Source: an optimization exercise on an open RTL-to-GDS flow (aim: small area, a short achievable clock period and few clock cycles per item). Production flows keep margins and buffers that such runs may drop. The RTL was checked by simulation tests, not by an equivalence proof against the original design. No activity file was given, so power comes from the tool's default toggle rates.

==> flow/run.sh <==
#!/bin/bash
# synth_recipe.tcl (not shown) runs the flow's synth.tcl, then flattens the netlist and writes it again
# the make line also repeats each setting of config.mk as NAME=value (left out here)
make -C /OpenROAD-flow-scripts/flow DESIGN_CONFIG=/design/flow/config.mk WORK_HOME=/design/flow/orfs CLKGATE_MAP_FILE= SYNTH_SCRIPT=/design/flow/synth_recipe.tcl finish
==> flow/config.mk <==
export PLATFORM = sky130hd
export DESIGN_NAME = unidad_math
export DESIGN_NICKNAME = unidad_math
export VERILOG_FILES = /design/flow/design.v
export SDC_FILE = /design/flow/constraint.sdc
export NUM_CORES = 4
export LEC_CHECK = 0
export CAP_MARGIN = 20
export CORE_MARGIN = 2
export CORE_UTILIZATION = 45
export PLACE_DENSITY = 0.6
export SETUP_SLACK_MARGIN = 3
export SLEW_MARGIN = 20
==> flow/constraint.sdc <==
create_clock -name core_clock -period 8.0 [get_ports {clk}]
set_input_delay 1.6000 -clock core_clock [delete_from_list [all_inputs] [get_ports {clk}]]
set_output_delay 1.6000 -clock core_clock [all_outputs]
set_load 0.01 [all_outputs]
==> flow/design.v <==
module unidad_math (
    input  logic        clk,
    input  logic        rst_n,
    input  logic        start,
    input  logic [1:0]  op,        
    input  logic [15:0] a,
    input  logic [15:0] b,
    output logic [31:0] result,
    output logic        done
);
    logic [31:0] R;       
    logic [15:0] A;       
    logic        f_mul, f_div, f_sq, f_bcd;    
    logic [2:0]  cnt;
    logic        busy;
    logic [18:0] X, P, Q2, Q3, S1, S2, S3, cs_s, cs_c;
    logic        sub;
    assign sub = f_div | f_sq;
    always_comb begin
        X = {3'b000, R[31:16]};
        if (f_div) X = {1'b0, R[31:14]};
        if (f_sq)  X = {8'd0, R[22:16], A[15:12]};
    end
    always_comb begin
        if (f_sq) begin
            P  = ~{8'd0, R[7:0], 3'b001};
            Q2 = ~{7'd0, R[7:0], 4'b0100};
            Q3 = ~{7'd0, R[7:0], 4'b1000};
        end else if (f_div) begin
            P  = {3'b111, A};
            Q2 = {2'b11, A, 1'b1};
            Q3 = {2'b11, A, 1'b1};
        end else begin
            P  = {3'b000, A & {16{R[0]}}};
            Q2 = {2'b00, A & {16{R[1]}}, 1'b0};
            Q3 = {2'b00, A & {16{R[1]}}, 1'b0};
        end
    end
    assign S1   = X + P  + {18'd0, sub};
    assign S2   = X + Q2 + {18'd0, sub};
    assign cs_s = X ^ P ^ Q3;
    assign cs_c = {((X[17:0] & P[17:0]) | (X[17:0] & Q3[17:0]) | (P[17:0] & Q3[17:0])), sub};
    assign S3   = cs_s + cs_c + {18'd0, sub};
    logic [1:0]  d_q;
    logic [15:0] d_r;
    always_comb begin
        if (!S3[18])      begin d_q = 2'd3; d_r = S3[15:0]; end
        else if (!S2[18]) begin d_q = 2'd2; d_r = S2[15:0]; end
        else if (!S1[18]) begin d_q = 2'd1; d_r = S1[15:0]; end
        else              begin d_q = 2'd0; d_r = X[15:0];  end
    end
    function automatic logic [3:0] add3(input logic [3:0] d);
        logic ge5;
        ge5 = d[3] | (d[2] & (d[1] | d[0]));
        add3 = {ge5,
                (d[2] & ~d[1] & ~d[0]) | (d[3] & d[0]),
                (~d[2] & d[1]) | (d[1] & d[0]) | (d[3] & ~d[0]),
                d[0] ^ ge5};
    endfunction
    function automatic logic [19:0] dabble(input logic [19:0] d, input logic bit_in);
        dabble = {d[18:16], add3(d[15:12]), add3(d[11:8]), add3(d[7:4]), add3(d[3:0]), bit_in};
    endfunction
    logic [19:0] b_d;
    always_comb begin
        b_d = R[19:0];
        for (int i = 0; i < 4; i++) b_d = dabble(b_d, A[15 - i]);
    end
    logic [1:0] l_dq, l_dr;
    always_comb begin
        l_dq = 2'd0; l_dr = a[15:14];
        if (b[15:2] == 14'd0)
            case (b[1:0])
                2'd0: begin l_dq = 2'd3;              l_dr = a[15:14]; end
                2'd1: begin l_dq = a[15:14];          l_dr = 2'd0; end
                2'd2: begin l_dq = {1'b0, a[15]};     l_dr = {1'b0, a[14]}; end
                default: begin l_dq = {1'b0, &a[15:14]}; l_dr = &a[15:14] ? 2'd0 : a[15:14]; end
            endcase
    end
    logic [1:0] l_sq;
    logic [2:0] l_sr;
    always_comb begin
        if (a[15:12] >= 4'd9)      begin l_sq = 2'd3; l_sr = 3'(a[15:12] - 4'd9); end
        else if (a[15:12] >= 4'd4) begin l_sq = 2'd2; l_sr = 3'(a[15:12] - 4'd4); end
        else if (a[15:12] >= 4'd1) begin l_sq = 2'd1; l_sr = 3'(a[15:12] - 4'd1); end
        else                       begin l_sq = 2'd0; l_sr = 3'd0; end
    end
    logic [3:0] l_b;
    assign l_b = add3({1'b0, a[15:13]});
    always_ff @(posedge clk) begin
        if (!rst_n) begin
            busy <= 1'b0;
            done <= 1'b0;
        end else begin
            done <= busy && !start && cnt == 3'd0;
            if (start)              busy <= 1'b1;
            else if (cnt == 3'd0)   busy <= 1'b0;
        end
    end
    always_ff @(posedge clk) begin
        cnt <= cnt - 3'd1;
        if (start) begin
            f_mul <= op == 2'd0;
            f_div <= op == 2'd1;
            f_sq  <= op == 2'd2;
            f_bcd <= op == 2'd3;
            case (op)
                2'd0: begin R <= {16'd0, b};                    A <= a;               cnt <= 3'd7; end
                2'd1: begin R <= {14'd0, l_dr, a[13:0], l_dq};  A <= ~b;              cnt <= 3'd6; end
                2'd2: begin R <= {13'd0, l_sr, 14'd0, l_sq};    A <= {a[11:0], 4'd0}; cnt <= 3'd2; end
                default: begin R <= {27'd0, l_b, a[12]};        A <= {a[11:0], 4'd0}; cnt <= 3'd2; end
            endcase
        end else begin
            if (f_mul)      R <= {S3[17:0], R[15:2]};
            else if (f_div) R <= {d_r, R[13:0], d_q};
            else if (f_sq)  R <= {9'd0, (cnt == 3'd0) ? 7'd0 : d_r[6:0], 8'd0, R[5:0], d_q};
            else            R <= {12'd0, b_d};
            if (f_sq | f_bcd) A <= {A[11:0], 4'd0};
        end
    end
    assign result = R;
endmodule
==> results of run 1 <==
-- cells by family (layout without fill, tap and decap cells) --
kind of cell | count (synthesis) | in the layout | share of synthesized area [%]
AND/OR/NAND/NOR | 406 | 406 | 22.4
flip-flops | 57 | 57 | 15.4
buffers and inverters | 132 | 161 | 5.94
adder cells (fa/ha/maj) | 76 | 76 | 12.6
AO/OA/AOI/OAI | 423 | 423 | 31.5
XOR/XNOR | 50 | 50 | 5.25
multiplexers | 57 | 57 | 6.89
-- synth_stat cells, drive strengths merged (15+ instances only) --
library cell  instances  area share (%)
o21a                 15             1.3
ha                   55             7.9
nand2               126             5.4
clkbuf               53             2.3
a21o                 27             2.3
inv                  59             2.5
dfxtp                37             8.5
mux2i                43             4.9
nor3                 24             1.4
nand2b               27             1.9
nand3                18             1.0
nor2b                20             1.5
a211oi               26             2.3
fa                   20             4.6
buf                  20             1.1
xnor2                39             4.1
edfxtp               20             6.9
nor2                113             4.9
a21oi               124             7.3
o21ai                95             5.5
-- how the worst max path moves through the flow --
stage	from	to	slack (ps)	cells after the start
after floorplan	f_div	R[0]	3610	17
after global placement	f_sq	R[24]	2810	15
after global routing	f_div	R[28]	2980	16
after CTS	f_sq	R[24]	3070	14
final	f_div	R[24]	3300	15
after detailed placement	f_sq	R[0]	2690	15
-- through the flow --
step	utilization [%]	cells	cell area (µm²)
2_1_floorplan	-	1201	8700
3_3_place_gp	50.4	1467	9490
3_5_place_dp	50.4	1467	9490
4_1_cts	52.1	1484	9810
5_1_grt	52.5	1490	9890
6_report	52.5	1490	9890
-- layout make-up --
cell class,count,area [µm²]
Fill cell,1873,8940
Multi-Input combinational cell,1012,6860
Sequential cell,57,1340
Timing Repair Buffer,85,821
Tap cell,260,325
Clock buffer,12,256
Inverter,59,225
Clock inverter,4,51.3
Timing Repair inverter,1,5.00
-- critical path, delay by kind of cell, from the launching register on --
family	cells	cell delay [ps]
multiplexers	1	170
AND/OR/NAND/NOR	3	1090
AO/OA/AOI/OAI	6	1540
buffers and inverters	3	430
flip-flops	1	410
adder cells (fa/ha/maj)	2	970
-- per-layer routing --
| layer | vias to the layer above | global-route usage [%] | share of wire [%] |
|---|---|---|---|
| met2 | 301 | 43.3 | 44 |
| met5 | - | 0 | 0 |
| met1 | 4342 | 43.9 | 48 |
| li1 | 4457 | - | - |
| met3 | 27 | 3.42 | 6.8 |
| met4 | 0 | 6.46 | 1.6 |
-- where the power goes --
part | leakage, nW | switching, W | internal [W] | total (W)
Clock | 0.149 | 0.000154 | 0.000258 | 0.000412
Sequential | 0.519 | 0.000129 | 0.000363 | 0.000492
Combinational | 3.39 | 0.00134 | 0.000935 | 0.00227
Total | 4.06 | 0.00162 | 0.00156 | 0.00318
-- timing repair --
action / 4_1_cts / 5_1_grt
pin swaps: 0 / 1
gates resized for setup: 3 / 6
cloned: 1 / 0
setup buffers: 0 / 6
endpoints found under the setup margin: 18 / 17
-- sequential cells by signal, indices dropped and copies added, names as in the netlist --
name   count
done       1
A         16
busy       1
cnt        3
f_mul      1
f_div      1
R         32
f_sq       1
f_bcd      1
==> metrics.md, run 1 <==
| Metric | Value |
|---|---|
| Asr flop ratio synth | `0%` |
| Sink Count | `57` |
| Max incr delay on CP | `510 ps` |
| First-pass GRT wire length | `between 40000 and 50000 µm` |
| DR vias/cell | `just over 6` |
| HP Class | `reg2reg` |
| Reg-to-reg startpoint | `f_div` |
| Clock period minus worst slack | `around 4700 ps` |
| Starting DRT DRC Count | `840` |
| Post-Route WL | `29400 µm` |
| Row Count | `50` |
| Hold WS | `around 440 ps` |
| Hold-fix buffers, CTS | `0` |
| Reg2reg path depth | `15` |
| First-pass iteration count of the detailed router | `7` |
| PortBufs | `69` |
| ANT nets after route | `0` |
| Setup TNS | `0 ps` |
| Worst-Margin Slew | `just under 1000 ps` |
| Routed wire per std cell | `just under 20 µm` |
| Setup slack, reg-to-reg | `about 3300 ps` |
| DIE AREA | `20500 µm²` |
| Global route overflow | `0` |
| Core Region | `roughly 19000 µm²` |
| Clock Pin Slew Worst Setup and Hold Paths | `60 ps` |
| Root Driver | `clkbuf_16` |
| GRT Resource Usage Total | `between 20% and 30%` |
| CTS Buffer Depth | `2` |
| Seq cells post-synth | `57` |
| Sequential fraction of the synthesis area | `between 10% and 20%` |
| CTS HTree Levels | `3` |
| Layout cells sized above 1 | `6.18%` |
| P_leak | `slightly above 4 nW` |
| Final Hold Fails | `0` |
| RSZ-0062 raised after global routing | `false` |
| Post-synth EDFFs | `20` |
| Final setup fails | `0` |
| Pwr Total | `~0.0032 W` |
| # diodes | `0` |
| Period utilization | `between 50% and 60%` |
| Number of vias in the routed layout | `approximately 9k` |
| Syn Nets | `between 1k and 1.5k` |
| Clock latency on the worst-skew pair | `roughly 340 ps` |
| Crit path max-delay cell type | `fa_1` |
| Syn-to-layout area delta | `13.6%` |
| Clock Skew | `~9 ps` |
| Hold endpoint | `done` |
| Cell area power density | `roughly 320 nW/µm²` |
| Most common cell after layout, fill and taps aside | `nand2_1` |
| Yosys cell types | `83` |
| Status | `finished clean` |
| Fin worst setup slack | `around 3300 ps` |
| DIE HEIGHT | `143 µm` |
| Vias in the first global route | `~8.2k` |
| Mapped Cells | `between 1k and 1.5k` |
| WS Path Type | `reg2reg` |
| CTS tree | `yes` |
| Fmax | `approximately 210 MHz` |
| Pin count of the biggest net entering global routing | `64` |
| Worst Setup End Kind | `flip-flop` |
| Required @ worst endpoint | `about 8300 ps` |
| Die Wd | `approximately 140 µm` |
| Dpl hpwl | `22400 µm` |
| YS warnings | `1` |
| GPL Wtd Cong | `0.907` |
| Hold path depth | `2` |
| CP max FO | `33` |
| Worst VDD drop | `about 0.00015 V` |
| I/O Pins | `70` |
| Hold_sp | `busy` |
| TritonCTS Buffers | `9` |
| Fin nets | `1337` |
| Slew Limit Headroom | `33.6%` |
| Slew Viols, Final | `0` |
| Most frequent cells in the layout | `nand2_1 (126), a21oi_1 (121), nor2_1 (110)` |
| Worst path cell trace | `buf_6, or2_2, a21oi_1, inv_1, fa_1, fa_1, a211oi_1, o21ai_0, a21oi_2, o21ai_1, mux2i_1, and2_1, nor2_1, inv_1, o221ai_1` |
| Syn avg cell area | `7.24 µm²` |
| Setup WS pre-CTS | `2690 ps` |
| Initial core utilization | `46.2%` |
| Synth Flop Type | `dfxtp_1` |
| # DRC | `0` |
| Synthesized area | `just under 9000 µm²` |
| Max-Cap Viols | `0` |
| Initial antenna violation count | `0` |
| WP data arrival | `4960 ps` |
| Reg-to-Reg End | `R[24]` |
| Setup crit start kind | `flip-flop` |
Testbench counts, summed over its fixed seeds: cycles 134,524, items 16,000.
==> run 2, diff against run 1 <==
--- a/flow/config.mk
+++ b/flow/config.mk
@@ -10,4 +10,4 @@
 export CORE_UTILIZATION = 45
 export PLACE_DENSITY = 0.6
-export SETUP_SLACK_MARGIN = 3
+export SETUP_SLACK_MARGIN = 5
 export SLEW_MARGIN = 20
==> run 2 against run 1 <==
  * Highest routed layer unchanged
  * Clock skew is 2.8 ps higher
  * First-iteration DRC count increased by 9.4%
  * Sequential power decreased by 3%
  * Largest cell class unchanged
  * Still clean on timing, DRC and antenna
==> metrics.md, run 2 <==
| Metric | Value |
|---|---|
| Reg2reg path depth | `16 (was 15)` |
| Count leader, synth | `nand2_1 (unchanged)` |
| Most frequent cells in the layout | `nand2_1 (120), a21oi_1 (113), nor2_1 (98) (was nand2_1 (126), a21oi_1 (121), nor2_1 (110))` |
| Period utilization | `50.1% (was 58.7%)` |
| Setup slack, reg-to-reg | `4000 ps (was 3300 ps)` |
| Vias in the first global route | `8723 (was 8201)` |
| Post-Route WL | `31900 µm (was 29400 µm)` |
| TritonCTS Buffers | `9 (unchanged)` |
| Initial antenna violation count | `0 (unchanged)` |
| Sequential fraction of the synthesis area | `15.4% (unchanged)` |
| YS warnings | `1 (unchanged)` |
| CP max FO | `6 (was 33)` |
| Cell area power density | `333 nW/µm² (was 321 nW/µm²)` |
| DR vias/cell | `6.25 (was 6.13)` |
| RSZ-0062 raised after global routing | `true (was false)` |
| Final Hold Fails | `0 (unchanged)` |
| Synth Flop Type | `dfxtp_1 (unchanged)` |
| Worst path cell trace | `buf_6, buf_12, or2_4, a21oi_4, inv_2, fa_1, fa_2, a211oi_4, o21ai_2, a21oi_4, o21ai_4, a21o_1, a21o_4, or3_1, o211ai_1, a22oi_1 (was buf_6, or2_2, a21oi_1, inv_1, fa_1, fa_1, a211oi_1, o21ai_0, a21oi_2, o21ai_1, mux2i_1, and2_1, nor2_1, inv_1, o221ai_1)` |
| Clock Skew | `11.6 ps (was 8.86 ps)` |
| # DRC | `0 (unchanged)` |
| GPL Wtd Cong | `0.937 (was 0.907)` |
| Slew Viols, Final | `0 (unchanged)` |
| Hold path depth | `2 (unchanged)` |
| Reg-to-reg startpoint | `f_div (unchanged)` |
| Yosys cell types | `83 (unchanged)` |
| Synthesized area | `8700 µm² (unchanged)` |
| Setup WS pre-CTS | `2890 ps (was 2690 ps)` |
| Most common cell after layout, fill and taps aside | `nand2_1 (unchanged)` |
| Syn Nets | `1313 (unchanged)` |
| Clock latency on the worst-skew pair | `340 ps (about the same)` |
| Layout cells sized above 1 | `20.9% (was 6.18%)` |
| Global route overflow | `0 (unchanged)` |
| Post-synth EDFFs | `20 (unchanged)` |
| Clock Pin Slew Worst Setup and Hold Paths | `60 ps (about the same)` |
| Status | `finished clean (unchanged)` |
| Max incr delay on CP | `510 ps (about the same)` |
| Fmax | `250 MHz (was 213 MHz)` |
| Hold endpoint | `done (unchanged)` |
| Seq cells post-synth | `57 (unchanged)` |
| Cell mode on critical path | `a21oi_4` |
| Setup TNS | `0 ps (unchanged)` |
| Required @ worst endpoint | `8190 ps (was 8260 ps)` |
| Syn avg cell area | `7.24 µm² (unchanged)` |
| CP Buf/Inv Count | `3 (unchanged)` |
| Slew Limit Headroom | `24.8% (was 33.6%)` |
| Die Wd | `143 µm (unchanged)` |
| CTS tree | `yes (unchanged)` |
| ANT nets after route | `0 (unchanged)` |
| P_leak | `4.63 nW (was 4.06 nW)` |
| HP Class | `reg2reg (unchanged)` |
| Fin worst setup slack | `4000 ps (was 3300 ps)` |
| Mapped Cells | `1201 (unchanged)` |
| DIE HEIGHT | `143 µm (unchanged)` |
| First-pass GRT wire length | `48400 µm (was 46300 µm)` |
| Cell area after layout | `11300 µm² (was 9890 µm²)` |
| Yosys top cell by area | `dfxtp_1 (unchanged)` |
| WP data arrival | `4190 ps (was 4960 ps)` |
| Hold-fix buffers, CTS | `0 (unchanged)` |
| Routed wire per std cell | `20.4 µm (was 19.7 µm)` |
| DIE AREA | `20500 µm² (unchanged)` |
| CTS Buffer Depth | `2 (unchanged)` |
| CP Launch Point | `f_div (unchanged)` |
| WS Path Type | `reg2reg (unchanged)` |
| CTS HTree Levels | `3 (unchanged)` |
| CP top delay family | `compound AO/OA/AOI/OAI gates (unchanged)` |
| Sink Count | `57 (unchanged)` |
| Asr flop ratio synth | `0% (unchanged)` |
| Top cells by count, synth | `nand2_1 (126), a21oi_1 (123), nor2_1 (113) (unchanged)` |
| Biggest regs | `R (32), A (16), cnt (3) (unchanged)` |
| Max-Cap Viols | `0 (unchanged)` |
| Number of vias in the routed layout | `9781 (was 9127)` |
| Starting DRT DRC Count | `919 (was 840)` |
| Initial core utilization | `46.2% (unchanged)` |
| Post-route non-filler standard cell count | `1564 (was 1490)` |
| Dpl hpwl | `22300 µm (was 22400 µm)` |
| Worst-Margin Slew | `1110 ps (was 983 ps)` |
| I/O Pins | `70 (unchanged)` |
| Setup crit start kind | `flip-flop (unchanged)` |
| Core Region | `18800 µm² (unchanged)` |
| Filler Cell Count | `1692 (was 1873)` |
| Fin nets | `1411 (was 1337)` |
| Final setup fails | `0 (unchanged)` |
| Critical path depth | `16 (was 15)` |
| PortBufs | `69 (unchanged)` |
| Reg-to-Reg End | `R[0] (was R[24])` |
| # diodes | `0 (unchanged)` |
| Root Driver | `clkbuf_16 (unchanged)` |
| Row Count | `50 (unchanged)` |
| Cell Count Post-Placement | `1463 (was 1467)` |
| GRT Resource Usage Total | `30.3% (was 28.9%)` |
| Hold_sp | `busy (unchanged)` |
| Pin count of the biggest net entering global routing | `64 (unchanged)` |
| Most flop-heavy register | `R (unchanged)` |
| Top cells by area, synth | `dfxtp_1 (8.5%), ha_1 (7.9%), a21oi_1 (7.1%) (unchanged)` |
| Pwr Total | `0.00375 W (was 0.00318 W)` |
| Clock period minus worst slack | `4000 ps (was 4700 ps)` |
| Placed cell areas | `9530 µm² (was 9490 µm²)` |
| Post-synth top area share | `8.51% (unchanged)` |
| Crit path max-delay cell type | `fa_1 (unchanged)` |
| Syn-to-layout area delta | `29.7% (was 13.6%)` |
| Worst VDD drop | `0.000158 V (was 0.000151 V)` |
| First-pass iteration count of the detailed router | `6 (was 7)` |
| Largest register FFs | `32 (unchanged)` |
| Worst Setup End Kind | `flip-flop (unchanged)` |
==> run 2: changes by cell type in the layout (fill, tap and decap cells not counted), moves of 8 or more <==
cell,before,now
dfxtp_1,36,21
dfxtp_4,0,15
nor2_1,110,98
o21ai_0,91,66
a21oi_1,121,113
clkdlybuf4s50_1,67,59
ha_4,0,10
o21ai_1,3,11
ha_1,55,40
buf_4,13,73
o21ai_2,1,15
==> run 2: how the worst max path moves through the flow <==
stage	end	slack, ps
global route	R[31]	3820
floorplan	R[0]	4160
CTS	R[23]	4140
finish	R[0]	4000
global placement	R[24]	2970
detailed placement	R[24]	2890
==> run 2: logic make-up after synthesis <==
| group | share of synthesized area (%) |
|---|---|
| compound gates | 31.5 |
| xor+xnor | 5.25 |
| fa+ha+maj | 12.6 |
| buf+inv | 5.94 |
| flops | 15.4 |
| mux | 6.89 |
| simple gates | 22.4 |
==> run 2: worst min-delay path: cells and delay by family, from the launching register on <==
kind | cells | cell delay, ps
and+or+nand+nor | 2 | 80
DFF | 1 | 300
==> run 2: cell type report <==
| type | count | area [µm²] | area share [%] |
|---|---|---|---|
| repair inverters | 1 | 5.00 | 0.0444 |
| multi-input cells | 1015 | 7540 | 66.8 |
| clock buffers | 11 | 243 | 2.15 |
| repair buffers | 156 | 1490 | 13.2 |
| inverters | 59 | 225 | 2.00 |
| well taps | 260 | 325 | 2.88 |
| flip-flops and latches | 57 | 1400 | 12.4 |
| clock inverters | 5 | 56.3 | 0.499 |
==> run 2: where the power goes <==
part | internal (W) | switching [W] | total (W)
sequential | 0.000370 | 0.000107 | 0.000478
clock | 0.000249 | 0.000147 | 0.000396
combinational | 0.00127 | 0.00161 | 0.00288
total | 0.00189 | 0.00187 | 0.00375
==> run 2: repair_timing <==
item	4_1_cts	5_1_grt
cloned	5	2
pin swaps	37	41
setup buffers	42	36
endpoints found under the setup margin	69	33
gates resized for setup	138	70
==> run 2: per-stage QoR <==
| step | hold WS [ps] | util [%] |
|---|---|---|
| floorplan | 411 | - |
| global placement | 425 | 50.6 |
| detailed placement | 430 | 50.6 |
| CTS | 438 | 56.9 |
| global route | 449 | 59.9 |
| finish | 432 | 59.9 |
==> run 2: metal layers <==
metal / global-route usage, % / share of wire, %
met4: 8.75 / 2.7
met3: 4.76 / 8.4
met1: 43.6 / 45
met2: 46.8 / 44
met5: 0 / 0
==> run 3, diff against run 2 <==
--- a/flow/config.mk
+++ b/flow/config.mk
@@ -10,4 +10,4 @@
 export CORE_UTILIZATION = 45
 export PLACE_DENSITY = 0.6
-export SETUP_SLACK_MARGIN = 5
+export SETUP_SLACK_MARGIN = 4
 export SLEW_MARGIN = 20
==> run 3 against run 2 <==
  * Still clean
  * Power down 3.8%
  * Setup slack worse by 48 ps
  * Maximum frequency decreased by 1.2%
  * Synthesized cell count did not move
  * Count of clock-buffer cells in the layout is the same
  * Critical endpoint is now R[23]
  * Highest routed layer unchanged
==> metrics.md, run 3 <==
| Metric | Value |
|---|---|
| CP Launch Point | `f_div (unchanged)` |
| Final Hold Fails | `0 (unchanged)` |
| Initial antenna violation count | `0 (unchanged)` |
| Most flop-heavy register | `R (unchanged)` |
| Largest family of logic cells by synthesized area | `compound AO/OA/AOI/OAI gates (unchanged)` |
| ANT nets after route | `0 (unchanged)` |
| Hold-fix buffers, CTS | `0 (unchanged)` |
| Gr busiest metal | `met1 (was met2)` |
| Sequential fraction of the synthesis area | `15.4% (unchanged)` |
| DIE HEIGHT | `143 µm (unchanged)` |
| Core Region | `18800 µm² (unchanged)` |
| Setup TNS | `0 ps (unchanged)` |
| CTS tree | `yes (unchanged)` |
| Post-Synth Simple-Gate Area | `22.4% (unchanged)` |
| Seq cells post-synth | `57 (unchanged)` |
| Slew Limit Headroom | `43.7% (was 24.8%)` |
| Global Route met2 Usage | `44.5% (was 46.8%)` |
| CTS HTree Levels | `3 (unchanged)` |
| Synth Area in XOR/XNOR | `5.25% (unchanged)` |
| Gate power share | `75.5% (was 76.7%)` |
| TritonCTS Buffers | `9 (unchanged)` |
| Worst VDD drop | `0.000231 V (was 0.000158 V)` |
| Hold_sp | `busy (unchanged)` |
| Clock latency on the worst-skew pair | `340 ps (about the same)` |
| Global route overflow | `0 (unchanged)` |
| YS warnings | `1 (unchanged)` |
| Vias in the first global route | `8472 (was 8723)` |
| Worst Setup End Kind | `flip-flop (unchanged)` |
| Sw Ratio | `50.6% (was 49.7%)` |
| Number of vias in the routed layout | `9640 (was 9781)` |
| Cell area power density | `332 nW/µm² (was 333 nW/µm²)` |
| Setup slack, reg-to-reg | `3950 ps (was 4000 ps)` |
| Top cells by count, synth | `nand2_1 (126), a21oi_1 (123), nor2_1 (113) (unchanged)` |
| Yosys top cell by area | `dfxtp_1 (unchanged)` |
| Routed wire per std cell | `20.5 µm (was 20.4 µm)` |
| Clock Pin Slew Worst Setup and Hold Paths | `60 ps (about the same)` |
| Synthesized area | `8700 µm² (unchanged)` |
| Status | `finished clean (unchanged)` |
| Share of power burned in registers | `13.8% (was 12.7%)` |
| GPL Wtd Cong | `0.931 (was 0.937)` |
| GRT Resource Usage Total | `30.4% (was 30.3%)` |
| Biggest regs | `R (32), A (16), cnt (3) (unchanged)` |
| Count leader, synth | `nand2_1 (unchanged)` |
| CTS Buffer Depth | `2 (unchanged)` |
| PortBufs | `69 (unchanged)` |
| CP Buf/Inv Count | `2 (was 3)` |
| Starting DRT DRC Count | `881 (was 919)` |
| # DRC | `0 (unchanged)` |
| Routing usage on met3 | `5.77% (was 4.76%)` |
| I/O Pins | `70 (unchanged)` |
| Hold WS | `434 ps (was 432 ps)` |
| HP Class | `reg2reg (unchanged)` |
| Post-synth EDFFs | `20 (unchanged)` |
| RSZ-0062 raised after global routing | `true (unchanged)` |
| Yosys cell types | `83 (unchanged)` |
| Worst-Margin Slew | `838 ps (was 1110 ps)` |
| Die Wd | `143 µm (unchanged)` |
| Max incr delay on CP | `520 ps (was 510 ps)` |
| Setup crit start kind | `flip-flop (unchanged)` |
| First-pass GRT wire length | `48000 µm (was 48400 µm)` |
| Clock Skew | `5.42 ps (was 11.6 ps)` |
| Layout cells sized above 1 | `16.3% (was 20.9%)` |
| Reg-to-reg startpoint | `f_div (unchanged)` |
| Top cells by area, synth | `dfxtp_1 (8.5%), ha_1 (7.9%), a21oi_1 (7.1%) (unchanged)` |
| P_leak | `4.39 nW (was 4.63 nW)` |
| Clock Power Share | `10.8% (was 10.5%)` |
| WP data arrival | `4320 ps (was 4190 ps)` |
| Dpl hpwl | `22900 µm (was 22300 µm)` |
| Initial core utilization | `46.2% (unchanged)` |
| Final setup fails | `0 (unchanged)` |
| Synth Flop Type | `dfxtp_1 (unchanged)` |
| CP top delay family | `compound AO/OA/AOI/OAI gates (unchanged)` |
| Worst path cell trace | `buf_12, or2_4, a21oi_4, inv_2, fa_2, fa_2, a211oi_4, o21ai_2, a21oi_4, o21ai_4, a21o_1, a21o_4, or3_1, o311a_1, o22ai_1 (was buf_6, buf_12, or2_4, a21oi_4, inv_2, fa_1, fa_2, a211oi_4, o21ai_2, a21oi_4, o21ai_4, a21o_1, a21o_4, or3_1, o211ai_1, a22oi_1)` |
| Period utilization | `50.7% (was 50.1%)` |
| Compound-Gate Fraction of Synth Area | `31.5% (unchanged)` |
| Fin nets | `1389 (was 1411)` |
| Fmax | `247 MHz (was 250 MHz)` |
| Required @ worst endpoint | `8270 ps (was 8190 ps)` |
| Mux cell area share after synthesis | `6.89% (unchanged)` |
| Crit path max-delay cell type | `edfxtp_1 (was fa_1)` |
| Largest register FFs | `32 (unchanged)` |
| Asr flop ratio synth | `0% (unchanged)` |
| WS Path Type | `reg2reg (unchanged)` |
| Row Count | `50 (unchanged)` |
| Syn avg cell area | `7.24 µm² (unchanged)` |
| Synth Area in Adders | `12.6% (unchanged)` |
| DIE AREA | `20500 µm² (unchanged)` |
| Syn-to-layout area delta | `25.0% (was 29.7%)` |
| Net Sw Power | `0.00183 W (was 0.00187 W)` |
| Most frequent cells in the layout | `nand2_1 (121), a21oi_1 (116), nor2_1 (100) (was nand2_1 (120), a21oi_1 (113), nor2_1 (98))` |
| Max-Cap Viols | `0 (unchanged)` |
| Mapped Cells | `1201 (unchanged)` |
| DR vias/cell | `6.25 (about the same)` |
| Post-synth top area share | `8.51% (unchanged)` |
| Clock period minus worst slack | `4050 ps (was 4000 ps)` |
| Sink Count | `57 (unchanged)` |
| Met1 usage | `45.0% (was 43.6%)` |
| Pin count of the biggest net entering global routing | `64 (unchanged)` |
| Slew Viols, Final | `0 (unchanged)` |
| Syn Nets | `1313 (unchanged)` |
| Most common cell after layout, fill and taps aside | `nand2_1 (unchanged)` |
| Root Driver | `clkbuf_16 (unchanged)` |
| Post-Route WL | `31700 µm (was 31900 µm)` |
| First-pass iteration count of the detailed router | `5 (was 6)` |
| CP max FO | `8 (was 6)` |
| P_int | `0.00178 W (was 0.00189 W)` |
run 3: cell count changes in the layout (fill, tap and decap cells not counted), sizes merged:
cell,delta
or2,-1
dlymetal6s2s,-5
diode,+1
clkinvlp,-2
bufbuf,-2
clkinv,-1
buf,-18
clkdlybuf4s50,+8
clkbuf,-1
dlygate4sd2,-2
inv,+1
run 3: cell type report:
cell class              instances  area [µm²]
well taps                     260         325
inverters                      59         221
multi-input cells            1014        7420
repair buffers                136        1280
diodes                          1        2.50
flip-flops and latches         57        1350
clock buffers                  11         233
clock inverters                 4        46.3
fillers                      1769        7960
run 3: timing repair:
action / CTS / global route
setup buffers: 22 / 33
gates cloned: 4 / 0
pin swaps: 18 / 36
gates resized for setup: 81 / 77
endpoints found under the setup margin: 18 / 17
run 3: worst paths after layout:
path / end / depth (start not counted)
setup reg to reg: R[23] / 15
hold reg to reg: done / 2
setup / recovery: R[23] / 15
hold / removal: done / 2
run 3: worst min-delay path, cell delays in order, from the launching register on:
cell	delay [ps]
dfxtp_1	310
nand2_1	50
nor3_1	40
run 3: kinds of logic after synthesis:
logic type	after synthesis
AOI/OAI and AO/OA	423
adders and majority gates	76
muxes	57
buffers and inverters	132
xor gates and xnor gates	50
DFF	57
and+or+nand+nor	406
run 3: routing by layer:
layer	wire length (µm)	vias up
met2	14000	431
met5	0	-
met4	723	0
met1	14300	4598
li1	-	4565
met3	2630	46
run 3: metrics by stage:
step	util [%]	instance area, µm²	cells	total power (W)	setup slack, ps
2_1_floorplan	-	8720	1201	0.00207	4000
3_3_place_gp	50.5	9500	1467	0.00270	3210
3_5_place_dp	50.5	9500	1467	0.00269	3120
4_1_cts	54.7	10300	1508	0.00327	3990
5_1_grt	57.7	10900	1541	0.00384	3780
6_report	57.7	10900	1542	0.00361	3950
run 3: power by group through the flow:
| stage | combinational [W] | sequential (W) | clock (W) |
|---|---|---|---|
| 2_1_floorplan | 0.00164 | 0.000431 | 0 |
| 3_3_place_gp | 0.00220 | 0.000494 | 0 |
| 3_5_place_dp | 0.00220 | 0.000492 | 0 |
| 4_1_cts | 0.00240 | 0.000488 | 0.000384 |
| 5_1_grt | 0.00293 | 0.000506 | 0.000398 |
| 6_report | 0.00273 | 0.000498 | 0.000389 |
==> run 4, diff against run 3 <==
==> flow/flow/run.sh (new file) <==
#!/bin/bash
# The standard layout, with the port buffers as plain buf_4 cells instead of
# the delay-cell buffers buffer_ports picks by default.
set -euo pipefail
export BUFFER_PORTS_ARGS="-buffer_cell sky130_fd_sc_hd__buf_4"
bash standard.sh > standard.log 2>&1
==> flow/standard.sh (new file) <==
#!/bin/bash
# synth_recipe.tcl (not shown) runs the flow's synth.tcl, then flattens the netlist and writes it again
# the make line also repeats each setting of config.mk as NAME=value (left out here)
make -C /OpenROAD-flow-scripts/flow DESIGN_CONFIG=/design/flow/config.mk WORK_HOME=/design/flow/orfs CLKGATE_MAP_FILE= SYNTH_SCRIPT=/design/flow/synth_recipe.tcl "${@:-finish}"
removed: flow/run.sh
==> run 4 against run 3 <==
  * Via count shrank 1.3%
  * Sequential power grew 1%
  * Register-to-register slack is essentially flat
  * Non-clock buffer count shrank 12
  * Largest cell class unchanged
==> metrics.md, run 4 <==
| Metric | Value |
|---|---|
| Most frequent cells in the layout | `nand2_1 (123), a21oi_1 (116), buf_4 (110) (was nand2_1 (121), a21oi_1 (116), nor2_1 (100))` |
| CP max FO | `9 (was 8)` |
| Pin count of the biggest net entering global routing | `64 (unchanged)` |
| Row Count | `50 (unchanged)` |
| Dpl hpwl | `22400 µm (was 22900 µm)` |
| DIE AREA | `20500 µm² (unchanged)` |
| Slew Viols, Final | `0 (unchanged)` |
| Reg-to-reg startpoint | `f_div (unchanged)` |
| Final Hold Fails | `0 (unchanged)` |
| Reg-to-Reg End | `R[0] (was R[23])` |
| Hold path depth | `2 (unchanged)` |
| First-pass iteration count of the detailed router | `8 (was 5)` |
| GRT Resource Usage Total | `29.0% (was 30.4%)` |
| Largest register FFs | `32 (unchanged)` |
| Most common cell after layout, fill and taps aside | `nand2_1 (unchanged)` |
| Starting DRT DRC Count | `956 (was 881)` |
| Syn avg cell area | `7.24 µm² (unchanged)` |
| Yosys cell types | `83 (unchanged)` |
| Reg2reg path depth | `14 (was 15)` |
| TritonCTS Buffers | `9 (unchanged)` |
| WP data arrival | `4240 ps (was 4320 ps)` |
| Mux cell area share after synthesis | `6.89% (unchanged)` |
| Max incr delay on CP | `530 ps (was 520 ps)` |
| Biggest regs | `R (32), A (16), cnt (3) (unchanged)` |
| WL met2 | `13400 µm (was 14000 µm)` |
| Setup slack, reg-to-reg | `3940 ps (was 3950 ps)` |
| Synth Flop Type | `dfxtp_1 (unchanged)` |
| I/O Pins | `70 (unchanged)` |
| Wire length on met1 | `14000 µm (was 14300 µm)` |
| Worst path cell trace | `buf_12, or2_4, a21o_1, fa_1, fa_2, a211oi_4, o21ai_2, a21oi_4, o21ai_4, a21o_1, a21o_4, or3_1, o211ai_1, a22oi_1 (was buf_12, or2_4, a21oi_4, inv_2, fa_2, fa_2, a211oi_4, o21ai_2, a21oi_4, o21ai_4, a21o_1, a21o_4, or3_1, o311a_1, o22ai_1)` |
| Top cells by area, synth | `dfxtp_1 (8.5%), ha_1 (7.9%), a21oi_1 (7.1%) (unchanged)` |
| Max layer used | `met4 (unchanged)` |
| Cell mode on critical path | `a21o_1` |
| Slew Limit Headroom | `41.9% (was 43.7%)` |
| Fin nets | `1377 (was 1389)` |
| Top cells by count, synth | `nand2_1 (126), a21oi_1 (123), nor2_1 (113) (unchanged)` |
| Sequential fraction of the synthesis area | `15.4% (unchanged)` |
| Root Driver | `clkbuf_16 (unchanged)` |
| Clock period minus worst slack | `4060 ps (was 4050 ps)` |
| Worst VDD drop | `0.000160 V (was 0.000231 V)` |
| CTS HTree Levels | `3 (unchanged)` |
| Post-Synth Simple-Gate Area | `22.4% (unchanged)` |
| Most flop-heavy register | `R (unchanged)` |
| HP Class | `reg2reg (unchanged)` |
| Number of vias in the routed layout | `9512 (was 9640)` |
| YS warnings | `1 (unchanged)` |
| Largest family of logic cells by synthesized area | `compound AO/OA/AOI/OAI gates (unchanged)` |
| Required @ worst endpoint | `8170 ps (was 8270 ps)` |
| Final setup fails | `0 (unchanged)` |
| CTS tree | `yes (unchanged)` |
| DR vias/cell | `6.22 (was 6.25)` |
| Initial antenna violation count | `0 (unchanged)` |
| Mapped Cells | `1201 (unchanged)` |
| RSZ-0062 raised after global routing | `true (unchanged)` |
| Pwr Total | `0.00344 W (was 0.00361 W)` |
| Syn-to-layout area delta | `19.8% (was 25.0%)` |
| Synth Area in Adders | `12.6% (unchanged)` |
| Count leader, synth | `nand2_1 (unchanged)` |
| CP Buf/Inv Count | `1 (was 2)` |
| Die Wd | `143 µm (unchanged)` |
| Setup crit start kind | `flip-flop (unchanged)` |
| # diodes | `0 (was 1)` |
| GPL Wtd Cong | `0.966 (was 0.931)` |
| PortBufs | `69 (unchanged)` |
| Crit path max-delay cell type | `fa_1 (was edfxtp_1)` |
| P_leak | `4.42 nW (was 4.39 nW)` |
| # DRC | `0 (unchanged)` |
| Synth Area in XOR/XNOR | `5.25% (unchanged)` |
| Vias in the first global route | `8145 (was 8472)` |
| Period utilization | `50.8% (was 50.7%)` |
| Clock Pin Slew Worst Setup and Hold Paths | `50 ps (was 60 ps)` |
| Sink Count | `57 (unchanged)` |
| Clock Skew | `7.84 ps (was 5.42 ps)` |
| Hold-fix buffers, CTS | `0 (unchanged)` |
| Hold endpoint | `done (unchanged)` |
| Post-synth EDFFs | `20 (unchanged)` |
| CTS Buffer Depth | `2 (unchanged)` |
| Asr flop ratio synth | `0% (unchanged)` |
| Yosys top cell by area | `dfxtp_1 (unchanged)` |
| First-pass GRT wire length | `46200 µm (was 48000 µm)` |
| Cell area power density | `330 nW/µm² (was 332 nW/µm²)` |
| Worst Setup End Kind | `flip-flop (unchanged)` |
| Core Region | `18800 µm² (unchanged)` |
| Clock latency on the worst-skew pair | `330 ps (was 340 ps)` |
| ANT nets after route | `0 (unchanged)` |
| Layout Utilization | `55.3% (was 57.7%)` |
| Fmax | `246 MHz (was 247 MHz)` |
| Compound-Gate Fraction of Synth Area | `31.5% (unchanged)` |
| Syn Nets | `1313 (unchanged)` |
| Seq cells post-synth | `57 (unchanged)` |
| Post-Route WL | `31000 µm (was 31700 µm)` |
| Routed wire per std cell | `20.3 µm (was 20.5 µm)` |
| Hold_sp | `busy (unchanged)` |
| Post-synth top area share | `8.51% (unchanged)` |
| CP top delay family | `compound AO/OA/AOI/OAI gates (unchanged)` |
| Status | `finished clean (unchanged)` |
| Worst-Margin Slew | `860 ps (was 838 ps)` |
| Met3 routed WL | `2660 µm (was 2630 µm)` |
| WS Path Type | `reg2reg (unchanged)` |
| Initial core utilization | `46.2% (unchanged)` |
| Setup TNS | `0 ps (unchanged)` |
| Layout cells sized above 1 | `19.3% (was 16.3%)` |
| Max-Cap Viols | `0 (unchanged)` |
| Synthesized area | `8700 µm² (unchanged)` |
| DIE HEIGHT | `143 µm (unchanged)` |
| Global route overflow | `0 (unchanged)` |
==> run 4: changes by cell type in the layout (fill, tap and decap cells not counted), moves of 5 or more <==
| cell | before | now |
|---|---|---|
| buf_4 | 57 | 110 |
| clkdlybuf4s50_1 | 67 | 0 |
| ha_1 | 43 | 49 |
| ha_4 | 10 | 2 |
| inv_2 | 7 | 2 |
==> run 4: stage by stage <==
step / area, µm² / instances / hold WS [ps] / setup WS [ps]
after floorplan: 8720 / 1201 / 411 / 4000
after global placement: 9300 / 1462 / 427 / 3310
after detailed placement: 9300 / 1462 / 429 / 3200
after CTS: 9810 / 1491 / 437 / 3990
after global routing: 10400 / 1530 / 446 / 3820
final: 10400 / 1530 / 435 / 3940
==> run 4: where the power goes <==
group	switching (W)	leakage [nW]	internal (W)	total [W]
Combinational	0.00147	3.76	0.00108	0.00255
Sequential	0.000137	0.520	0.000366	0.000503
Clock	0.000135	0.140	0.000249	0.000384
Total	0.00174	4.42	0.00169	0.00344
==> run 4: repair_timing <==
| action | 4_1_cts | 5_1_grt |
|---|---|---|
| cloned | 2 | 2 |
| resized for setup | 43 | 81 |
| setup endpoints to repair | 18 | 18 |
| setup buffers | 11 | 36 |
| pin swaps | 7 | 25 |
==> run 4: cells by family after synthesis <==
group / count (synthesis)
mux: 57
flops: 57
buf+inv: 132
xor+xnor: 50
compound gates: 423
simple gates: 406
fa+ha+maj: 76
==> run 4: cell type report <==
class | instances | area, µm²
fillers | 1815 | 8410
clock inverters | 3 | 42.5
repair buffers | 124 | 1030
well taps | 260 | 325
multi-input cells | 1014 | 7190
inverters | 59 | 224
clock buffers | 13 | 250
flip-flops and latches | 57 | 1360
==> run 4: worst max-delay path by stage <==
| stage | startpoint | slack (ps) | cells past startpoint | to |
|---|---|---|---|---|
| after global placement | f_sq | 3310 | 13 | R[26] |
| final | f_div | 3940 | 14 | R[0] |
| after floorplan | f_div | 4000 | 16 | R[0] |
| after detailed placement | f_sq | 3200 | 15 | R[0] |
| after global routing | f_div | 3820 | 16 | R[23] |
| after CTS | f_div | 3990 | 14 | R[0] |
==> run 4: worst min-delay path, cell delays in order, from the launching register on <==
cell     delay, ps
dfxtp_1        300
nand2_1         50
nor3_1          40
==> run 4: metal layers <==
| layer | global-route usage [%] | up-vias |
|---|---|---|
| li1 | - | 4548 |
| met1 | 43.3 | 4451 |
| met2 | 42.5 | 442 |
| met3 | 4.56 | 71 |
| met4 | 8.91 | 0 |
| met5 | 0 | - |
==> run 5, diff against run 4 <==
--- a/flow/config.mk
+++ b/flow/config.mk
@@ -10,4 +10,4 @@
 export CORE_UTILIZATION = 45
 export PLACE_DENSITY = 0.6
-export SETUP_SLACK_MARGIN = 4
+export SETUP_SLACK_MARGIN = 3.5
 export SLEW_MARGIN = 20
==> run 5 against run 4 <==
  * Critical path depth unchanged
  * Global-route usage decreased by 0.79 points
  * First-iteration DRC count decreased by 15%
  * Combinational power decreased by 11%
  * Critical endpoint unchanged
  * Highest routed layer unchanged
==> metrics.md, run 5 <==
| Metric | Value |
|---|---|
| WS Path Type | `reg2reg (unchanged)` |
| Post-Route WL | `29100 µm (was 31000 µm)` |
| Pin count of the biggest net entering global routing | `64 (unchanged)` |
| Clock latency on the worst-skew pair | `340 ps (was 330 ps)` |
| Row Count | `50 (unchanged)` |
| Die Wd | `143 µm (unchanged)` |
| Slew Limit Headroom | `29.6% (was 41.9%)` |
| Final Hold Fails | `0 (unchanged)` |
| CTS tree | `yes (unchanged)` |
| Count leader, synth | `nand2_1 (unchanged)` |
| CTS HTree Levels | `3 (unchanged)` |
| Most common cell after layout, fill and taps aside | `nand2_1 (unchanged)` |
| Initial antenna violation count | `0 (unchanged)` |
| Hold-fix buffers, CTS | `0 (unchanged)` |
| Routing usage on met3 | `3.15% (was 4.56%)` |
| Clock Pin Slew Worst Setup and Hold Paths | `60 ps (was 50 ps)` |
| Yosys cell types | `83 (unchanged)` |
| Starting DRT DRC Count | `812 (was 956)` |
| CTS Buffer Depth | `2 (unchanged)` |
| Gr busiest metal | `met2 (was met1)` |
| Number of vias in the routed layout | `9155 (was 9512)` |
| I/O Pins | `70 (unchanged)` |
| Sequential fraction of the synthesis area | `15.4% (unchanged)` |
| Yosys top cell by area | `dfxtp_1 (unchanged)` |
| Setup crit start kind | `flip-flop (unchanged)` |
| Cell area power density | `323 nW/µm² (was 330 nW/µm²)` |
| Global Route met2 Usage | `43.9% (was 42.5%)` |
| Post-route non-filler standard cell count | `1489 (was 1530)` |
| Seq cells post-synth | `57 (unchanged)` |
| Post-synth EDFFs | `20 (unchanged)` |
| Biggest regs | `R (32), A (16), cnt (3) (unchanged)` |
| Routed wire per std cell | `19.6 µm (was 20.3 µm)` |
| Top cells by count, synth | `nand2_1 (126), a21oi_1 (123), nor2_1 (113) (unchanged)` |
| Core Region | `18800 µm² (unchanged)` |
| Max-Cap Viols | `0 (unchanged)` |
| Status | `finished clean (unchanged)` |
| Layout cells sized above 1 | `12.1% (was 19.3%)` |
| Sink Count | `57 (unchanged)` |
| # diodes | `0 (unchanged)` |
| Root Driver | `clkbuf_16 (unchanged)` |
| WP data arrival | `4520 ps (was 4240 ps)` |
| CP max FO | `35 (was 9)` |
| Global route overflow | `0 (unchanged)` |
| Post-synth top area share | `8.51% (unchanged)` |
| Worst VDD drop | `0.000155 V (was 0.000160 V)` |
| First-pass GRT wire length | `45200 µm (was 46200 µm)` |
| RSZ-0062 raised after global routing | `false (was true)` |
| Worst Setup End Kind | `flip-flop (unchanged)` |
| # DRC | `0 (unchanged)` |
| Period utilization | `54.2% (was 50.8%)` |
| Slew Viols, Final | `0 (unchanged)` |
| Syn-to-layout area delta | `12.0% (was 19.8%)` |
| Cell Count Post-Placement | `1461 (was 1462)` |
| First-pass iteration count of the detailed router | `5 (was 8)` |
| Reg2reg path depth | `14 (unchanged)` |
| GPL Wtd Cong | `0.937 (was 0.966)` |
| Synthesized area | `8700 µm² (unchanged)` |
| Worst-Margin Slew | `1040 ps (was 860 ps)` |
| DIE HEIGHT | `143 µm (unchanged)` |
| Fin nets | `1336 (was 1377)` |
| DIE AREA | `20500 µm² (unchanged)` |
| GRT Resource Usage Total | `28.2% (was 29.0%)` |
| Mapped Cells | `1201 (unchanged)` |
| Largest register FFs | `32 (unchanged)` |
| Setup TNS | `0 ps (unchanged)` |
| Asr flop ratio synth | `0% (unchanged)` |
| Initial core utilization | `46.2% (unchanged)` |
| Met1 usage | `41.8% (was 43.3%)` |
| Syn avg cell area | `7.24 µm² (unchanged)` |
| PortBufs | `69 (unchanged)` |
| Clock period minus worst slack | `4330 ps (was 4060 ps)` |
| Hold WS | `434 ps (was 435 ps)` |
| Syn Nets | `1313 (unchanged)` |
| Final setup fails | `0 (unchanged)` |
| HP Class | `reg2reg (unchanged)` |
| P_leak | `4.13 nW (was 4.42 nW)` |
| DR vias/cell | `6.15 (was 6.22)` |
| TritonCTS Buffers | `9 (unchanged)` |
| YS warnings | `1 (unchanged)` |
| Required @ worst endpoint | `8180 ps (was 8170 ps)` |
| Synth Flop Type | `dfxtp_1 (unchanged)` |
| ANT nets after route | `0 (unchanged)` |
| Vias in the first global route | `8146 (was 8145)` |
| Most frequent cells in the layout | `nand2_1 (126), a21oi_1 (120), nor2_1 (109) (was nand2_1 (123), a21oi_1 (116), buf_4 (110))` |
| Hold path depth | `2 (unchanged)` |
| Fmax | `231 MHz (was 246 MHz)` |
| Most flop-heavy register | `R (unchanged)` |
| Clock Skew | `11.0 ps (was 7.84 ps)` |
| Dpl hpwl | `22100 µm (was 22400 µm)` |
| Top cells by area, synth | `dfxtp_1 (8.5%), ha_1 (7.9%), a21oi_1 (7.1%) (unchanged)` |
## run 5: area by class of cell
class / count / area (µm²)
tap: 260 / 325
clock inverter: 6 / 65.1
multi-input combinational: 1013 / 6890
clock buffer: 10 / 229
inverter: 59 / 225
timing repair inverter: 1 / 5.00
fill: 1887 / 9090
timing repair buffer: 83 / 656
sequential: 57 / 1350
## run 5: worst paths after layout
| check | startpoint | end | slack, ps |
|---|---|---|---|
| worst max-delay path | f_div | R[0] | 3670 |
| worst min-delay path | busy | done | 430 |
| worst max register to register | f_div | R[0] | 3670 |
| worst min register to register | busy | done | 430 |
## run 5: per-layer routing
| layer | vias to the layer above | part of all wire (%) |
|---|---|---|
| li1 | 4455 | - |
| met1 | 4356 | 47 |
| met2 | 310 | 44 |
| met3 | 34 | 7.0 |
| met4 | 0 | 1.5 |
| met5 | - | 0 |
## run 5: cells by family (layout without fill, tap and decap cells)
family / after synthesis / count (layout) / share of synthesized area, %
adders and majority gates: 76 / 76 / 12.6
muxes: 57 / 57 / 6.89
DFF: 57 / 57 / 15.4
xor gates and xnor gates: 50 / 50 / 5.25
AOI/OAI and AO/OA: 423 / 423 / 31.5
buffers and inverters: 132 / 159 / 5.94
and+or+nand+nor: 406 / 407 / 22.4
## run 5: critical path: stages, from the launching register on
cell      delay [ps]
edfxtp_1         410
buf_12           200
or2_2            420
a21o_1           260
fa_1             540
fa_1             450
a211oi_2         250
o21ai_0          160
a21oi_2          270
o21ai_1          180
a21o_1           190
a21o_1           270
or3_1            380
o211ai_1         100
a22oi_1           80
## run 5: where the power goes
part	leakage [nW]	internal, W	total (W)	switching [W]
registers	0.519	0.000364	0.000499	0.000135
logic	3.48	0.000921	0.00226	0.00134
clock network	0.139	0.000242	0.000394	0.000153
total	4.13	0.00153	0.00315	0.00162
## run 5: timing repair
action,CTS,global route
setup endpoints to repair,18,17
pin swaps,3,1
buffers inserted,7,3
resized for setup,10,20
gates cloned,2,0
## run 5: through the flow
step | setup slack (ps) | instance area [µm²] | power [W] | util (%)
2_1_floorplan | 3610 | 8700 | 0.00206 | -
6_report | 3670 | 9740 | 0.00315 | 51.7
3_3_place_gp | 2850 | 9280 | 0.00266 | 49.3
4_1_cts | 3610 | 9680 | 0.00309 | 51.4
3_5_place_dp | 2670 | 9280 | 0.00264 | 49.3
5_1_grt | 3500 | 9740 | 0.00338 | 51.7
==> run 6, diff against run 5 <==
--- a/flow/config.mk
+++ b/flow/config.mk
@@ -10,4 +10,4 @@
 export CORE_UTILIZATION = 45
 export PLACE_DENSITY = 0.6
-export SETUP_SLACK_MARGIN = 3.5
+export SETUP_SLACK_MARGIN = 4.5
 export SLEW_MARGIN = 20
==> run 6 against run 5 <==
  * Setup slack better by 400 ps
  * Combinational power is 25% higher
  * Synthesized cell count stayed put
  * Via count is 5.2% higher
  * Global-route usage is 1.6 points higher
  * Worst hold slack worse by 1.8 ps
  * Clock skew hardly changed
  * Final area is 11% higher
  * Non-clock buffer count is 58 higher
  * Flip-flop and latch count stayed put
  * Count of clock-buffer cells in the layout is 1 higher
  * Maximum frequency is 10% higher
==> metrics.md, run 6 <==
| Metric | Value |
|---|---|
| CTS Buffer Depth | `2 (unchanged)` |
| Fmax | `254 MHz (was 231 MHz)` |
| Count leader, synth | `nand2_1 (unchanged)` |
| DIE HEIGHT | `143 µm (unchanged)` |
| Net Sw Power | `0.00186 W (was 0.00162 W)` |
| Gate power share | `75.4% (was 71.6%)` |
| Synthesized area | `8700 µm² (unchanged)` |
| CP Buf/Inv Count | `4 (was 1)` |
| I/O Pins | `70 (unchanged)` |
| Row Count | `50 (unchanged)` |
| Syn-to-layout area delta | `24.8% (was 12.0%)` |
| Most flop-heavy register | `R (unchanged)` |
| WS Path Type | `reg2reg (unchanged)` |
| WP data arrival | `4210 ps (was 4520 ps)` |
| Final setup fails | `0 (unchanged)` |
| Reg-to-reg startpoint | `f_div (unchanged)` |
| Layout cells sized above 1 | `23.3% (was 12.1%)` |
| Clock Power Share | `11.2% (was 12.5%)` |
| Most common cell after layout, fill and taps aside | `buf_4 (was nand2_1)` |
| Clock period minus worst slack | `3930 ps (was 4330 ps)` |
| Largest register FFs | `32 (unchanged)` |
| Worst Setup End Kind | `flip-flop (unchanged)` |
| Number of vias in the routed layout | `9630 (was 9155)` |
| CP top delay family | `simple AND/OR/NAND/NOR gates (was compound AO/OA/AOI/OAI gates)` |
| # diodes | `0 (unchanged)` |
| ANT nets after route | `0 (unchanged)` |
| CP max FO | `8 (was 35)` |
| # DRC | `0 (unchanged)` |
| Vias in the first global route | `8542 (was 8146)` |
| PortBufs | `69 (unchanged)` |
| Syn avg cell area | `7.24 µm² (unchanged)` |
| Status | `finished clean (unchanged)` |
| HP Class | `reg2reg (unchanged)` |
| Global route overflow | `0 (unchanged)` |
| DIE AREA | `20500 µm² (unchanged)` |
| Sw Ratio | `49.6% (was 51.5%)` |
| Post-synth EDFFs | `20 (unchanged)` |
| Worst Setup EP | `R[30] (was R[0])` |
| GPL Wtd Cong | `0.979 (was 0.937)` |
| Starting DRT DRC Count | `941 (was 812)` |
| Reg-to-Reg End | `R[30] (was R[0])` |
| Setup slack, reg-to-reg | `4070 ps (was 3670 ps)` |
| Slew Viols, Final | `0 (unchanged)` |
| Synth Flop Type | `dfxtp_1 (unchanged)` |
| DR vias/cell | `6.22 (was 6.15)` |
| Core Region | `18800 µm² (unchanged)` |
| TritonCTS Buffers | `9 (unchanged)` |
| Post-Route WL | `31400 µm (was 29100 µm)` |
| Share of power burned in registers | `13.3% (was 15.8%)` |
| First-pass iteration count of the detailed router | `5 (unchanged)` |
| Hold-fix buffers, CTS | `0 (unchanged)` |
| CTS tree | `yes (unchanged)` |
| Root Driver | `clkbuf_16 (unchanged)` |
| Syn Nets | `1313 (unchanged)` |
| YS warnings | `1 (unchanged)` |
| Setup TNS | `0 ps (unchanged)` |
| Routed wire per std cell | `20.3 µm (was 19.6 µm)` |
| Period utilization | `49.1% (was 54.2%)` |
| Setup WS pre-CTS | `2910 ps (was 2670 ps)` |
| Yosys top cell by area | `dfxtp_1 (unchanged)` |
| Most frequent cells in the layout | `buf_4 (129), nand2_1 (117), a21oi_1 (112) (was nand2_1 (126), a21oi_1 (120), nor2_1 (109))` |
| Wire length on met1 | `14000 µm (was 13800 µm)` |
| GRT Resource Usage Total | `29.8% (was 28.2%)` |
| Yosys cell types | `83 (unchanged)` |
| Top cells by count, synth | `nand2_1 (126), a21oi_1 (123), nor2_1 (113) (unchanged)` |
| Sequential fraction of the synthesis area | `15.4% (unchanged)` |
| Worst VDD drop | `0.000175 V (was 0.000155 V)` |
| RSZ-0062 raised after global routing | `true (was false)` |
| Max layer used | `met4 (unchanged)` |
| Setup crit start kind | `flip-flop (unchanged)` |
| Final Hold Fails | `0 (unchanged)` |
| Cell area power density | `344 nW/µm² (was 323 nW/µm²)` |
| Initial antenna violation count | `0 (unchanged)` |
| Worst-Margin Slew | `1020 ps (was 1040 ps)` |
| Sink Count | `57 (unchanged)` |
| Clock Skew | `10.6 ps (was 11.0 ps)` |
| P_leak | `4.55 nW (was 4.13 nW)` |
| Fin worst setup slack | `4070 ps (was 3670 ps)` |
| WL met2 | `13800 µm (was 12900 µm)` |
| Met3 routed WL | `2660 µm (was 2030 µm)` |
| Fin nets | `1395 (was 1336)` |
| Asr flop ratio synth | `0% (unchanged)` |
| Mapped Cells | `1201 (unchanged)` |
| Pwr Total | `0.00374 W (was 0.00315 W)` |
| Critical path depth | `19 (was 14)` |
| Worst path cell trace | `buf_12, buf_12, nor2_4, nor2_4, buf_6, nand2_1, nand2_2, fa_1, ha_4, nand4_1, nor2_2, a21oi_4, o21ai_4, buf_6, mux2i_4, and2_4, nand2_4, a211o_1, nand2_1 (was buf_12, or2_2, a21o_1, fa_1, fa_1, a211oi_2, o21ai_0, a21oi_2, o21ai_1, a21o_1, a21o_1, or3_1, o211ai_1, a22oi_1)` |
| Reg2reg path depth | `19 (was 14)` |
| Die Wd | `143 µm (unchanged)` |
| Clock latency on the worst-skew pair | `350 ps (was 340 ps)` |
| Post-synth top area share | `8.51% (unchanged)` |
| Dpl hpwl | `22100 µm (about the same)` |
| Seq cells post-synth | `57 (unchanged)` |
| Biggest regs | `R (32), A (16), cnt (3) (unchanged)` |
| P_int | `0.00189 W (was 0.00153 W)` |
| Clock Pin Slew Worst Setup and Hold Paths | `60 ps (about the same)` |
| Max incr delay on CP | `530 ps (was 540 ps)` |
| Required @ worst endpoint | `8280 ps (was 8180 ps)` |
| Top cells by area, synth | `dfxtp_1 (8.5%), ha_1 (7.9%), a21oi_1 (7.1%) (unchanged)` |
| CTS HTree Levels | `3 (unchanged)` |
| Max-Cap Viols | `0 (unchanged)` |
| Slew Limit Headroom | `31.1% (was 29.6%)` |
| Initial core utilization | `46.2% (unchanged)` |
| Crit path max-delay cell type | `fa_1 (unchanged)` |
| First-pass GRT wire length | `47300 µm (was 45200 µm)` |
| Pin count of the biggest net entering global routing | `64 (unchanged)` |
| CP Launch Point | `f_div (unchanged)` |
## run 6: cell counts after synthesis
No cell type changed its count.
## run 6: stage by stage
step	hold slack, ps	cells	cell area (µm²)	util (%)
3_3_place_gp	426	1461	9350	49.7
3_5_place_dp	430	1461	9360	49.7
2_1_floorplan	411	1201	8860	-
6_report	432	1548	10900	57.7
5_1_grt	466	1548	10900	57.7
4_1_cts	438	1536	10600	56.2
## run 6: metal layers
layer / up-vias / GRT usage [%]
li1: 4596 / -
met1: 4556 / 42.0
met2: 413 / 45.3
met3: 65 / 6.41
met4: 0 / 9.43
met5: - / 0
## run 6: how the worst min path moves through the flow
| stage | start | to | slack [ps] | cells past startpoint |
|---|---|---|---|---|
| after floorplan | cnt[0] | cnt[0] | 410 | 1 |
| after global placement | busy | done | 430 | 2 |
| final | busy | done | 430 | 2 |
| after CTS | busy | done | 440 | 2 |
| after detailed placement | busy | done | 430 | 2 |
| after global routing | busy | done | 470 | 2 |
## run 6: worst register-to-register path: stages, from the launching register on
cell      delay [ps]
edfxtp_1         430
buf_12           180
buf_12           150
nor2_4           180
nor2_4            70
buf_6            130
nand2_1           70
nand2_2          100
fa_1             530
ha_4             300
nand4_1          180
nor2_2           210
a21oi_4          100
o21ai_4          170
buf_6            130
mux2i_4          250
and2_4           290
nand2_4          110
a211o_1          250
nand2_1           60
## run 6: cell type report
cell class                 instances  area [µm²]
fill                            1752        7970
multi-input combinational       1014        7470
sequential                        57        1350
timing repair buffer             141        1170
tap                              260         325
clock buffer                      11         253
inverter                          59         225
clock inverter                     5        61.3
timing repair inverter             1        5.00
## run 6: kinds of logic (layout without fill, tap and decap cells)
logic type / after synthesis / count (layout) / share of synthesized area, %
simple gates: 406 / 408 / 22.4
fa+ha+maj: 76 / 76 / 12.6
mux: 57 / 57 / 6.89
flops: 57 / 57 / 15.4
xor+xnor: 50 / 50 / 5.25
compound gates: 423 / 423 / 31.5
buf+inv: 132 / 217 / 5.94
## run 6: what timing repair did
action,4_1_cts,5_1_grt
buffers inserted,55,12
endpoints found under the setup margin,19,18
gates resized for setup,112,44
pin swaps,41,38
cloned,4,0
## run 6: power by group through the flow
stage | registers [W] | logic [W] | clock network, W
5_1_grt | 0.000509 | 0.00302 | 0.000428
3_3_place_gp | 0.000498 | 0.00217 | 0
4_1_cts | 0.000495 | 0.00258 | 0.000418
3_5_place_dp | 0.000499 | 0.00217 | 0
6_report | 0.000499 | 0.00282 | 0.000419
2_1_floorplan | 0.000431 | 0.00168 | 0
==> run 7, diff against run 6 <==
--- a/flow/config.mk
+++ b/flow/config.mk
@@ -8,6 +8,6 @@
 export CAP_MARGIN = 20
 export CORE_MARGIN = 2
-export CORE_UTILIZATION = 45
-export PLACE_DENSITY = 0.6
-export SETUP_SLACK_MARGIN = 4.5
+export CORE_UTILIZATION = 65
+export PLACE_DENSITY = 0.75
+export SETUP_SLACK_MARGIN = 4
 export SLEW_MARGIN = 20
==> run 7 against run 6 <==
  * Still clean on timing, DRC and antenna
  * Global-route usage is 10 points higher
  * Maximum frequency is 2.1% lower
  * Die area is 30% lower
  * Combinational power is 15% lower
  * Synthesized cell count stayed put
  * Power is 13% lower
  * Register-to-register slack worse by 90 ps
  * Non-clock buffer count is 46 lower
  * Flip-flop and latch count stayed put
  * Synthesized area stayed put
  * Core utilization is 18 points higher
  * Critical path type unchanged
  * Critical endpoint is now R[0]
==> metrics.md, run 7 <==
| Metric | Value |
|---|---|
| Status | `finished clean (unchanged)` |
| Mapped Cells | `1201 (unchanged)` |
| Initial core utilization | `66.2% (was 46.2%)` |
| ANT nets after route | `0 (unchanged)` |
| Fmax | `249 MHz (was 254 MHz)` |
| Setup crit start kind | `flip-flop (unchanged)` |
| Post-Route WL | `28700 µm (was 31400 µm)` |
| Die Wd | `120 µm (was 143 µm)` |
| Starting DRT DRC Count | `1297 (was 941)` |
| CTS tree | `yes (unchanged)` |
| Root Driver | `clkbuf_16 (unchanged)` |
| WS Path Type | `reg2reg (unchanged)` |
| Biggest regs | `R (32), A (16), cnt (3) (unchanged)` |
| Met1 usage | `58.2% (was 42.0%)` |
| Routing usage on met3 | `6.51% (was 6.41%)` |
| Synthesized area | `8700 µm² (unchanged)` |
| Clock Pin Slew Worst Setup and Hold Paths | `60 ps (about the same)` |
| First-pass iteration count of the detailed router | `6 (was 5)` |
| Slew Viols, Final | `0 (unchanged)` |
| Global route overflow | `0 (unchanged)` |
| Synth Flop Type | `dfxtp_1 (unchanged)` |
| Gr busiest metal | `met2 (unchanged)` |
| Number of vias in the routed layout | `9595 (was 9630)` |
| Worst-Margin Slew | `902 ps (was 1020 ps)` |
| Reg-to-reg startpoint | `f_div (unchanged)` |
| Most flop-heavy register | `R (unchanged)` |
| Clock period minus worst slack | `4020 ps (was 3930 ps)` |
| Max-Cap Viols | `0 (unchanged)` |
| Reg-to-Reg End | `R[0] (was R[30])` |
| Clock latency on the worst-skew pair | `340 ps (was 350 ps)` |
| Setup slack, reg-to-reg | `3980 ps (was 4070 ps)` |
| Worst Setup End Kind | `flip-flop (unchanged)` |
| Hold-fix buffers, CTS | `0 (unchanged)` |
| Global Route met2 Usage | `59.1% (was 45.3%)` |
| Period utilization | `50.2% (was 49.1%)` |
| TritonCTS Buffers | `9 (unchanged)` |
| I/O Pins | `70 (unchanged)` |
| Initial antenna violation count | `0 (unchanged)` |
| Worst VDD drop | `0.000323 V (was 0.000175 V)` |
| Yosys cell types | `83 (unchanged)` |
| Final Hold Fails | `0 (unchanged)` |
| Layout Utilization | `75.8% (was 57.7%)` |
| # diodes | `0 (unchanged)` |
| Row Count | `42 (was 50)` |
| CP max FO | `13 (was 8)` |
| PortBufs | `69 (unchanged)` |
| Mux cell area share after synthesis | `6.89% (unchanged)` |
| Top cells by count, synth | `nand2_1 (126), a21oi_1 (123), nor2_1 (113) (unchanged)` |
| Compound-Gate Fraction of Synth Area | `31.5% (unchanged)` |
| Syn avg cell area | `7.24 µm² (unchanged)` |
| Syn-to-layout area delta | `14.4% (was 24.8%)` |
| Fin nets | `1348 (was 1395)` |
| WP data arrival | `4200 ps (was 4210 ps)` |
| Worst Setup EP | `R[0] (was R[30])` |
| Post-synth EDFFs | `20 (unchanged)` |
| Core Region | `13100 µm² (was 18800 µm²)` |
| Required @ worst endpoint | `8180 ps (was 8280 ps)` |
| Slew Limit Headroom | `39.8% (was 31.1%)` |
| Largest register FFs | `32 (unchanged)` |
| DIE AREA | `14300 µm² (was 20500 µm²)` |
| P_leak | `4.24 nW (was 4.55 nW)` |
| HP Class | `reg2reg (unchanged)` |
| Syn Nets | `1313 (unchanged)` |
| Layout cells sized above 1 | `15.9% (was 23.3%)` |
| GRT Resource Usage Total | `39.9% (was 29.8%)` |
| # DRC | `0 (unchanged)` |
| Reg2reg path depth | `15 (was 19)` |
| Top cells by area, synth | `dfxtp_1 (8.5%), ha_1 (7.9%), a21oi_1 (7.1%) (unchanged)` |
| Post-Synth Simple-Gate Area | `22.4% (unchanged)` |
| Post-synth top area share | `8.51% (unchanged)` |
| Sequential fraction of the synthesis area | `15.4% (unchanged)` |
## run 7: cell counts after synthesis
No cell type changed its count.
## run 7: cells by family after synthesis
logic type | count (synthesis)
compound gates | 423
simple gates | 406
buf+inv | 132
fa+ha+maj | 76
mux | 57
flops | 57
xor+xnor | 50
## run 7: routing by layer
layer,vias to the layer above,wire [µm],part of all wire [%]
li1,4478,-,-
met1,4435,12100,42
met2,590,12400,43
met3,92,3070,11
met4,0,1060,3.7
met5,-,0,0
## run 7: worst min-delay path by stage
stage                  end    from  depth (start not counted)
finish                done    busy                          2
global route          done    busy                          2
floorplan           cnt[0]  cnt[0]                          1
global placement      done    busy                          2
CTS                   done    busy                          2
detailed placement    done    busy                          2
## run 7: power by group
part           leakage (nW)  switching (W)  internal (W)
clock                 0.138       0.000149      0.000239
sequential            0.520       0.000125      0.000366
combinational          3.58        0.00141      0.000987
## run 7: stage by stage
step	cells	total power (W)	setup slack, ps	instance area (µm²)
6_report	1417	0.00327	3980	9960
5_1_grt	1417	0.00348	3850	9960
4_1_cts	1415	0.00310	3980	9800
3_5_place_dp	1378	0.00262	2800	9200
3_3_place_gp	1378	0.00258	2930	9200
2_1_floorplan	1201	0.00207	4000	8720
## run 7: final cells by class
| type | count | area (µm²) |
|---|---|---|
| multi-input combinational | 1013 | 7080 |
| fill | 1053 | 3180 |
| sequential | 57 | 1360 |
| timing repair buffer | 95 | 786 |
| clock buffer | 10 | 229 |
| inverter | 59 | 225 |
| tap | 176 | 220 |
| clock inverter | 6 | 58.8 |
| timing repair inverter | 1 | 5.00 |
## run 7: what timing repair did
action	CTS	global route
gates resized for setup	45	40
setup endpoints to repair	18	17
gates cloned	3	0
setup buffers	18	2
pin swaps	12	8
## run 7: critical path, cell delays in order (launching register included)
cell and delay, ps:
edfxtp_1 430, buf_12 190, or2_4 300, a21oi_4 180, inv_1 90, fa_1 490
fa_2 380, a211oi_2 250, o21ai_1 110, a21oi_2 300, o21ai_4 130, a21o_1 180
a21o_4 250, or3_1 350, o211ai_1 100, a22oi_1 80

## separate check: timing with driven ports
Ports are ideal in the flow. The routed layouts listed here were re-timed in OpenROAD.
Step 1 assumes that a clkbuf_16 drives the clock port and a buf_2 every other input.
Step 2 times the ports against the registers' clock, not the clock port: input delays grow and output delays shrink by t, the midpoint of the rising clock arrivals with the driver on.
Slacks: no drivers / after step 1 / after step 2; pairs: no drivers / after step 1.
run | t, ns | slack for setup (ns)
run 1 | 0.382 | 3.304 / 3.304 / 3.304
run 2 | 0.371 | 3.996 / 3.996 / 3.996
run 3 | 0.384 | 3.948 / 3.948 / 3.948
run 4 | 0.372 | 3.937 / 3.937 / 3.937
run 5 | 0.373 | 3.667 / 3.667 / 3.667
run 6 | 0.382 | 4.068 / 4.068 / 4.068
run 7 | 0.382 | 3.983 / 3.983 / 3.983
After both steps setup and hold are still met in every run listed.
